This design comes from an exercise in tuning for small area on the open sky130 flow, not from production work.
RTL that was checked went through simulation tests only; none was proved equivalent to the original.

## kianv_harris_mc_edition
module kianv_harris_mc_edition #(
    parameter int RESET_ADDR        = 0,
    parameter int SYSTEM_CLK        = 50_000_000,
    parameter int NUM_ENTRIES_ITLB  = 16,
    parameter int NUM_ENTRIES_DTLB  = 16
) (
    input  logic         clk,
    input  logic         resetn,
    output logic         mem_valid,
    input  logic         mem_ready,
    output logic [3:0]   mem_wstrb,
    output logic [33:0]  mem_addr,
    output logic [31:0]  mem_wdata,
    input  logic [31:0]  mem_rdata,
    output logic [31:0]  PC,
    input  logic         access_fault,
    input  logic         IRQ3,
    input  logic         IRQ7,
    input  logic         IRQ9,
    input  logic         IRQ11,
    output logic [63:0]  timer_counter,
    output logic         is_instruction
);
  logic [31:0] Instr;
  logic [6:0]  op;
  logic [2:0]  funct3;
  logic [6:0]  funct7;
  logic        immb10;  
  logic        Zero;
  logic [$clog2(6)-1:0] ResultSrc;
  logic [$clog2(22)-1:0] ALUControl;
  logic [$clog2(5)-1:0] ALUSrcA;
  logic [$clog2(4)-1:0] ALUSrcB;
  logic [2:0]  ImmSrc;
  logic [$clog2(3)-1:0] STOREop;
  logic [$clog2(5)-1:0] LOADop;
  logic [$clog2(4)-1:0] MULop;
  ...
Size: ~3500 flip-flops, roughly 180000 um^2 of cells after synthesis.
Settings: LEC_CHECK=0, ABC_AREA=1, CAP_MARGIN=20, CORE_MARGIN=2, CORE_UTILIZATION=40, CTS_CLUSTER_DIAMETER=100, CTS_CLUSTER_SIZE=24, PLACE_DENSITY=0.6, SLEW_MARGIN=30; clock period 25.0 ns.
standard.sh (not shown) runs the stock make flow with config.mk's settings and CLKGATE_MAP_FILE= SYNTH_SCRIPT=/design/flow/synth_recipe.tcl, a recipe that flattens the netlist after the stock synthesis.
==> flow/flow/run.sh <==
#!/bin/bash
# Layout flow: the standard layout (standard.sh, unchanged synthesis,
# floorplan, power grid and placement) with two changes to how the layout
# is made:
#   - clock tree synthesis without dummy loads (same clustering as
#     config.mk's CTS_CLUSTER_SIZE / CTS_CLUSTER_DIAMETER)
#   - the clock tree's inner (H-tree) buffers are sky130_fd_sc_hd__clkbuf_8
#   - the input/output port buffers use sky130_fd_sc_hd__buf_2
# Every tool's output goes to a log file in this folder (make's output to
# flow_make.log; ORFS keeps each step's log under orfs/logs/).
set -euo pipefail
export CTS_ARGS="-sink_clustering_enable -repair_clock_nets -sink_clustering_size 24 -sink_clustering_max_diameter 100 -dont_use_dummy_load -tree_buf sky130_fd_sc_hd__clkbuf_8"
export BUFFER_PORTS_ARGS="-buffer_cell sky130_fd_sc_hd__buf_2"
bash standard.sh finish > flow_make.log 2>&1
==> next run, changes <==
==> flow/flow/run.sh (replaced) <==
#!/bin/bash
# Layout flow: the standard layout (standard.sh, unchanged synthesis,
# floorplan, power grid and placement) with two changes to how the layout
# is made:
#   - clock tree synthesis without dummy loads (same clustering as
#     config.mk's CTS_CLUSTER_SIZE / CTS_CLUSTER_DIAMETER)
#   - the input/output port buffers use sky130_fd_sc_hd__buf_2
# Every tool's output goes to a log file in this folder (make's output to
# flow_make.log; ORFS keeps each step's log under orfs/logs/).
set -euo pipefail
export CTS_ARGS="-sink_clustering_enable -repair_clock_nets -sink_clustering_size 24 -sink_clustering_max_diameter 100 -dont_use_dummy_load"
export BUFFER_PORTS_ARGS="-buffer_cell sky130_fd_sc_hd__buf_2"
bash standard.sh finish > flow_make.log 2>&1
=> Cell area is about the same. Via count stays flat. Clock skew rises by 0.0068 ns. Setup slack got worse by 0.014 ns. Final cell count stays flat.
Function was not checked in any run of this note: the RTL went through the layout flow alone.


## run a
kianv_harris_mc_edition, a different RTL version from the one above (not shown whole).
Size in the first run: ~15000 cells after synthesis, roughly 3600 flip-flops, about 210 I/O pins, ~180000 um2 of cells after synthesis.
Settings: LEC_CHECK=0, CAP_MARGIN=40, CORE_MARGIN=2, CORE_UTILIZATION=40, CTS_CLUSTER_DIAMETER=100, CTS_CLUSTER_SIZE=20, PLACE_DENSITY=0.6, SLEW_MARGIN=40; clock period 25.0 ns.
run.sh (not shown) runs the stock make flow with config.mk's settings and CLKGATE_MAP_FILE= SYNTH_SCRIPT=/design/flow/synth_recipe.tcl, a recipe that flattens the netlist after the stock synthesis.
Stock flow here: none of the scripts above is used.
Final checks on run a, whose flow otherwise completed, came back failing, citing setup timing.
[inputs] run b vs run a
-- flow/config.mk --
<<< run a, line 10
export CORE_UTILIZATION = 40
export CTS_CLUSTER_DIAMETER = 100
export CTS_CLUSTER_SIZE = 20
export PLACE_DENSITY = 0.6
>>> run b, line 10
export CORE_UTILIZATION = 50
export CTS_CLUSTER_DIAMETER = 70
export CTS_CLUSTER_SIZE = 25
export PLACE_DENSITY = 0.65
--- outcome ---
- Going from run a to run b, the overall die width was found to have gone down by about 10%.
- As for a clean layout from run a and run b, there is none.
- In run b the implementation ran to completion but is not tape-out ready, as the final checks report setup timing.
- Summary — final hold slack, run b relative to run a: higher, by 0.059 ns.
- Non-clock buffer count of run b falls short of that of run a by a few percent.


== build 13 ==
Another version of the RTL of kianv_harris_mc_edition (not shown whole).
Size: about 3500 flip-flops, about 210 I/O pins, ~170000 µm² of cells after synthesis.
==> flow/config.mk <==
export PLATFORM = sky130hd
export DESIGN_NAME = kianv_harris_mc_edition
export DESIGN_NICKNAME = kianv_harris_mc_edition
export VERILOG_FILES = /design/flow/design.v
export SDC_FILE = /design/flow/constraint.sdc
export NUM_CORES = 8
export LEC_CHECK = 0
export ABC_AREA = 1
export CAP_MARGIN = 20
export CORE_MARGIN = 2
export CORE_UTILIZATION = 40
export CTS_CLUSTER_DIAMETER = 60
export CTS_CLUSTER_SIZE = 30
export PLACE_DENSITY = 0.6
export SLEW_MARGIN = 30
==> flow/constraint.sdc <==
create_clock -name core_clock -period 25.0 [get_ports {clk}]
set_input_delay 5.0000 -clock core_clock [delete_from_list [all_inputs] [get_ports {clk}]]
set_output_delay 5.0000 -clock core_clock [all_outputs]
set_load 0.01 [all_outputs]
standard.sh (not shown) runs the stock make flow with config.mk's settings and CLKGATE_MAP_FILE= SYNTH_SCRIPT=/design/flow/synth_recipe.tcl, a recipe that flattens the netlist after the stock synthesis.
==> flow/flow/run.sh <==
#!/bin/bash
# Layout flow: the standard layout (standard.sh, unchanged synthesis,
# floorplan, power grid and placement) with two changes to how the layout
# is made:
#   - clock tree synthesis without dummy loads (the clustering of
#     config.mk's CTS_CLUSTER_SIZE / CTS_CLUSTER_DIAMETER)
#   - the input/output port buffers use sky130_fd_sc_hd__buf_2
# Every tool's output goes to a log file in this folder (make's output to
# flow_make.log; ORFS keeps each step's log under orfs/logs/).
set -euo pipefail
export CTS_ARGS="-sink_clustering_enable -repair_clock_nets -sink_clustering_size 30 -sink_clustering_max_diameter 60 -dont_use_dummy_load"
export BUFFER_PORTS_ARGS="-buffer_cell sky130_fd_sc_hd__buf_2"
bash standard.sh finish > flow_make.log 2>&1
Build 13 was carried through to the last stage, and its layout satisfied the timing, DRC and antenna checks.
Changes in build 6 relative to build 13:
- CTS_CLUSTER_SIZE: 30 -> 24
- CTS_CLUSTER_DIAMETER: 60 -> 100
- PLACE_DENSITY: 0.6 -> 0.7
diff --git a/flow/flow/run.sh b/flow/flow/run.sh
--- a/flow/flow/run.sh
+++ b/flow/flow/run.sh
@@ -5 +5 @@
-#   - clock tree synthesis without dummy loads (the clustering of
+#   - clock tree synthesis without dummy loads (same clustering as
@@ -11 +11 @@
-export CTS_ARGS="-sink_clustering_enable -repair_clock_nets -sink_clustering_size 30 -sink_clustering_max_diameter 60 -dont_use_dummy_load"
+export CTS_ARGS="-sink_clustering_enable -repair_clock_nets -sink_clustering_size 24 -sink_clustering_max_diameter 100 -dont_use_dummy_load"
==> notes.md <==
Instance count on the critical path, build 6 and build 13: lower on build 13. Going from build 13 to build 6, portion of the clock cycle consumed by the worst path in the final layout increased by 3.3 points relative to the old numbers, synthesized instance count about even, met2 global-route usage higher. As far as register cell area after layout is concerned, build 6 and build 13 perform about the same. Re finished layout cell area: build 6 and build 13 aren't equal, and the lower value belongs to build 6. In build 6, the worst setup slack came out 0.82 ns below the value in build 13.
Edits applied to the flow inputs when going from build 6 to build 36:
- swapping 24 for 26 in CTS_CLUSTER_SIZE
- swapping 20 for 10 in CAP_MARGIN
- swapping 0.7 for 0.6 in PLACE_DENSITY
- swapping 30 for 10 in SLEW_MARGIN
- swapping 100 for 80 in CTS_CLUSTER_DIAMETER
==> flow/run.sh (new file) <==
#!/bin/bash
# synth_recipe.tcl (not shown) runs the flow's synth.tcl, then flattens the netlist and writes it again
# the make line also repeats each setting of config.mk as NAME=value (left out here)
make -C /OpenROAD-flow-scripts/flow DESIGN_CONFIG=/design/flow/config.mk WORK_HOME=/design/flow/orfs CLKGATE_MAP_FILE= SYNTH_SCRIPT=/design/flow/synth_recipe.tcl finish
removed: flow/flow/run.sh
removed: flow/standard.sh
[summary]
In build 36 the implementation completed, yet the final layout does not meet the checks, the culprit being max-slew violations.
Compared with build 6, in build 36 met3 wire length has increased, total area of multi-input combinational cells lower.
Per the comparison of build 36 with build 6, via count roughly the same; routed wire length lower.
Compared with build 6, build 36 improves hold slack.
--- input diff build 36..build 48 ---
- swapping 10 for 20 in CAP_MARGIN
- swapping 80 for 100 in CTS_CLUSTER_DIAMETER
- swapping 10 for 30 in SLEW_MARGIN
- swapping 26 for 24 in CTS_CLUSTER_SIZE
==> flow/flow/run.sh (new file) <==
#!/bin/bash
# Layout flow: the standard layout (standard.sh, unchanged synthesis,
# floorplan, power grid and placement) with these changes to how the layout
# is made:
#   - clock tree synthesis without dummy loads (same clustering as
#     config.mk's CTS_CLUSTER_SIZE / CTS_CLUSTER_DIAMETER)
#   - the input/output port buffers use sky130_fd_sc_hd__buf_2
#   - after global routing, gates on paths with positive slack are
#     downsized where timing allows (ORFS's power recovery step), and the
#     slew and capacitance limits are repaired again afterwards
#     (flow/post_grt.tcl)
# Every tool's output goes to a log file in this folder (make's output to
# flow_make.log; ORFS keeps each step's log under orfs/logs/).
set -euo pipefail
export CTS_ARGS="-sink_clustering_enable -repair_clock_nets -sink_clustering_size 24 -sink_clustering_max_diameter 100 -dont_use_dummy_load"
export BUFFER_PORTS_ARGS="-buffer_cell sky130_fd_sc_hd__buf_2"
export RECOVER_POWER=100
export POST_GLOBAL_ROUTE_TCL="$PWD/flow/post_grt.tcl"
bash standard.sh finish > flow_make.log 2>&1
==> flow/flow/post_grt.tcl (new file) <==
# After ORFS's power recovery (downsizing of gates with positive slack) in
# the global-route step: fix the slew and capacitance limits again on the
# global-route parasitics, then re-legalise and re-route the changed nets.
log_cmd estimate_parasitics -global_routing
log_cmd repair_design -slew_margin $::env(SLEW_MARGIN) -cap_margin $::env(CAP_MARGIN)
log_cmd global_route -start_incremental
log_cmd detailed_placement
log_cmd global_route -end_incremental
log_cmd estimate_parasitics -global_routing
==> flow/standard.sh (new file) <==
#!/bin/bash
# synth_recipe.tcl (not shown) runs the flow's synth.tcl, then flattens the netlist and writes it again
# the make line also repeats each setting of config.mk as NAME=value (left out here)
make -C /OpenROAD-flow-scripts/flow DESIGN_CONFIG=/design/flow/config.mk WORK_HOME=/design/flow/orfs CLKGATE_MAP_FILE= SYNTH_SCRIPT=/design/flow/synth_recipe.tcl "${@:-finish}"
removed: flow/run.sh
[summary]
In build 48, the multi-input gate area in the final layout came out 0.69% below the value in build 36. The number of fill cells of build 48 and that of build 36 are within noise of each other. The flow did not stop early for build 48: all stages ran, and the layout cleared the timing, DRC and antenna checks. Compared with build 36, build 48 shows a higher headroom to the max-slew limit. Any difference in sequential share of layout area between build 48 and build 36 is small enough to ignore. Cell count grows slightly when moving from build 36 to build 48.
Setup changes, build 48 to build 19
- a change of ABC_AREA from 1 to 0
diff --git a/flow/flow/run.sh b/flow/flow/run.sh
--- a/flow/flow/run.sh
+++ b/flow/flow/run.sh
@@ -3 +3 @@
-# floorplan, power grid and placement) with these changes to how the layout
+# floorplan, power grid and placement) with two changes to how the layout
@@ -8,4 +7,0 @@
-#   - after global routing, gates on paths with positive slack are
-#     downsized where timing allows (ORFS's power recovery step), and the
-#     slew and capacitance limits are repaired again afterwards
-#     (flow/post_grt.tcl)
@@ -17,2 +12,0 @@
-export RECOVER_POWER=100
-export POST_GLOBAL_ROUTE_TCL="$PWD/flow/post_grt.tcl"
removed: flow/flow/post_grt.tcl
## What came out
Summary of build 19 over build 48: number of vias per cell saw an increase, total standard cell area after synthesis neither gained nor lost much, die area did not really move. Where summed area of non-filler cells in the final layout is concerned, build 48 is outperformed by build 19.

-- static timing again, ports no longer ideal --
The results above use ideal ports. As a check the final layouts listed here were re-extracted and re-timed, cells and wires unchanged.
Step 1: set_driving_cell puts a clkbuf_16 on clk and a buf_2 on each other input, an assumption about the parent block.
Step 2 also shifts input and output timing later by t, the mid clock arrival at the registers, as if the neighbouring blocks saw the same clock.
a / b / c = no drivers / after step 1 / after step 2; a / b = the first two.
| run | t (ns) | setup slack, ns | latest minus earliest clock arrival (ns) | worst register clock-pin slew, ns | pins driven straight from the clock port |
|---|---|---|---|---|---|
| the first run of note 1 | 1.153 | 0.964 / 0.901 / 0.901 | 0.160 / 0.160 | 0.11 / 0.11 | 1 |
| the second run of note 1 | 1.083 | 0.950 / 0.884 / 0.884 | 0.169 / 0.169 | 0.11 / 0.11 | 1 |
| run a | 1.155 | -2.916 / -2.916 / -2.916 | 0.150 / 0.150 | 0.10 / 0.10 | 1 |
| run b | 1.107 | -2.715 / -2.715 / -2.715 | 0.127 / 0.127 | 0.11 / 0.11 | 1 |
| build 13 | 1.079 | 1.819 / 1.799 / 1.799 | 0.145 / 0.145 | 0.10 / 0.10 | 1 |
| build 6 | 1.071 | 0.996 / 0.960 / 0.960 | 0.113 / 0.113 | 0.11 / 0.11 | 1 |
| build 36 | 1.116 | 0.643 / 0.620 / 0.620 | 0.099 / 0.099 | 0.11 / 0.11 | 1 |
| build 48 | 1.070 | 1.639 / 1.614 / 1.614 | 0.123 / 0.123 | 0.11 / 0.11 | 1 |
| build 19 | 1.055 | 0.441 / 0.422 / 0.422 | 0.199 / 0.198 | 0.11 / 0.11 | 1 |
For the second run of note 1, which loses most, drivers alone change the setup slack by -0.066 ns; drivers and shift together by -0.066 ns.
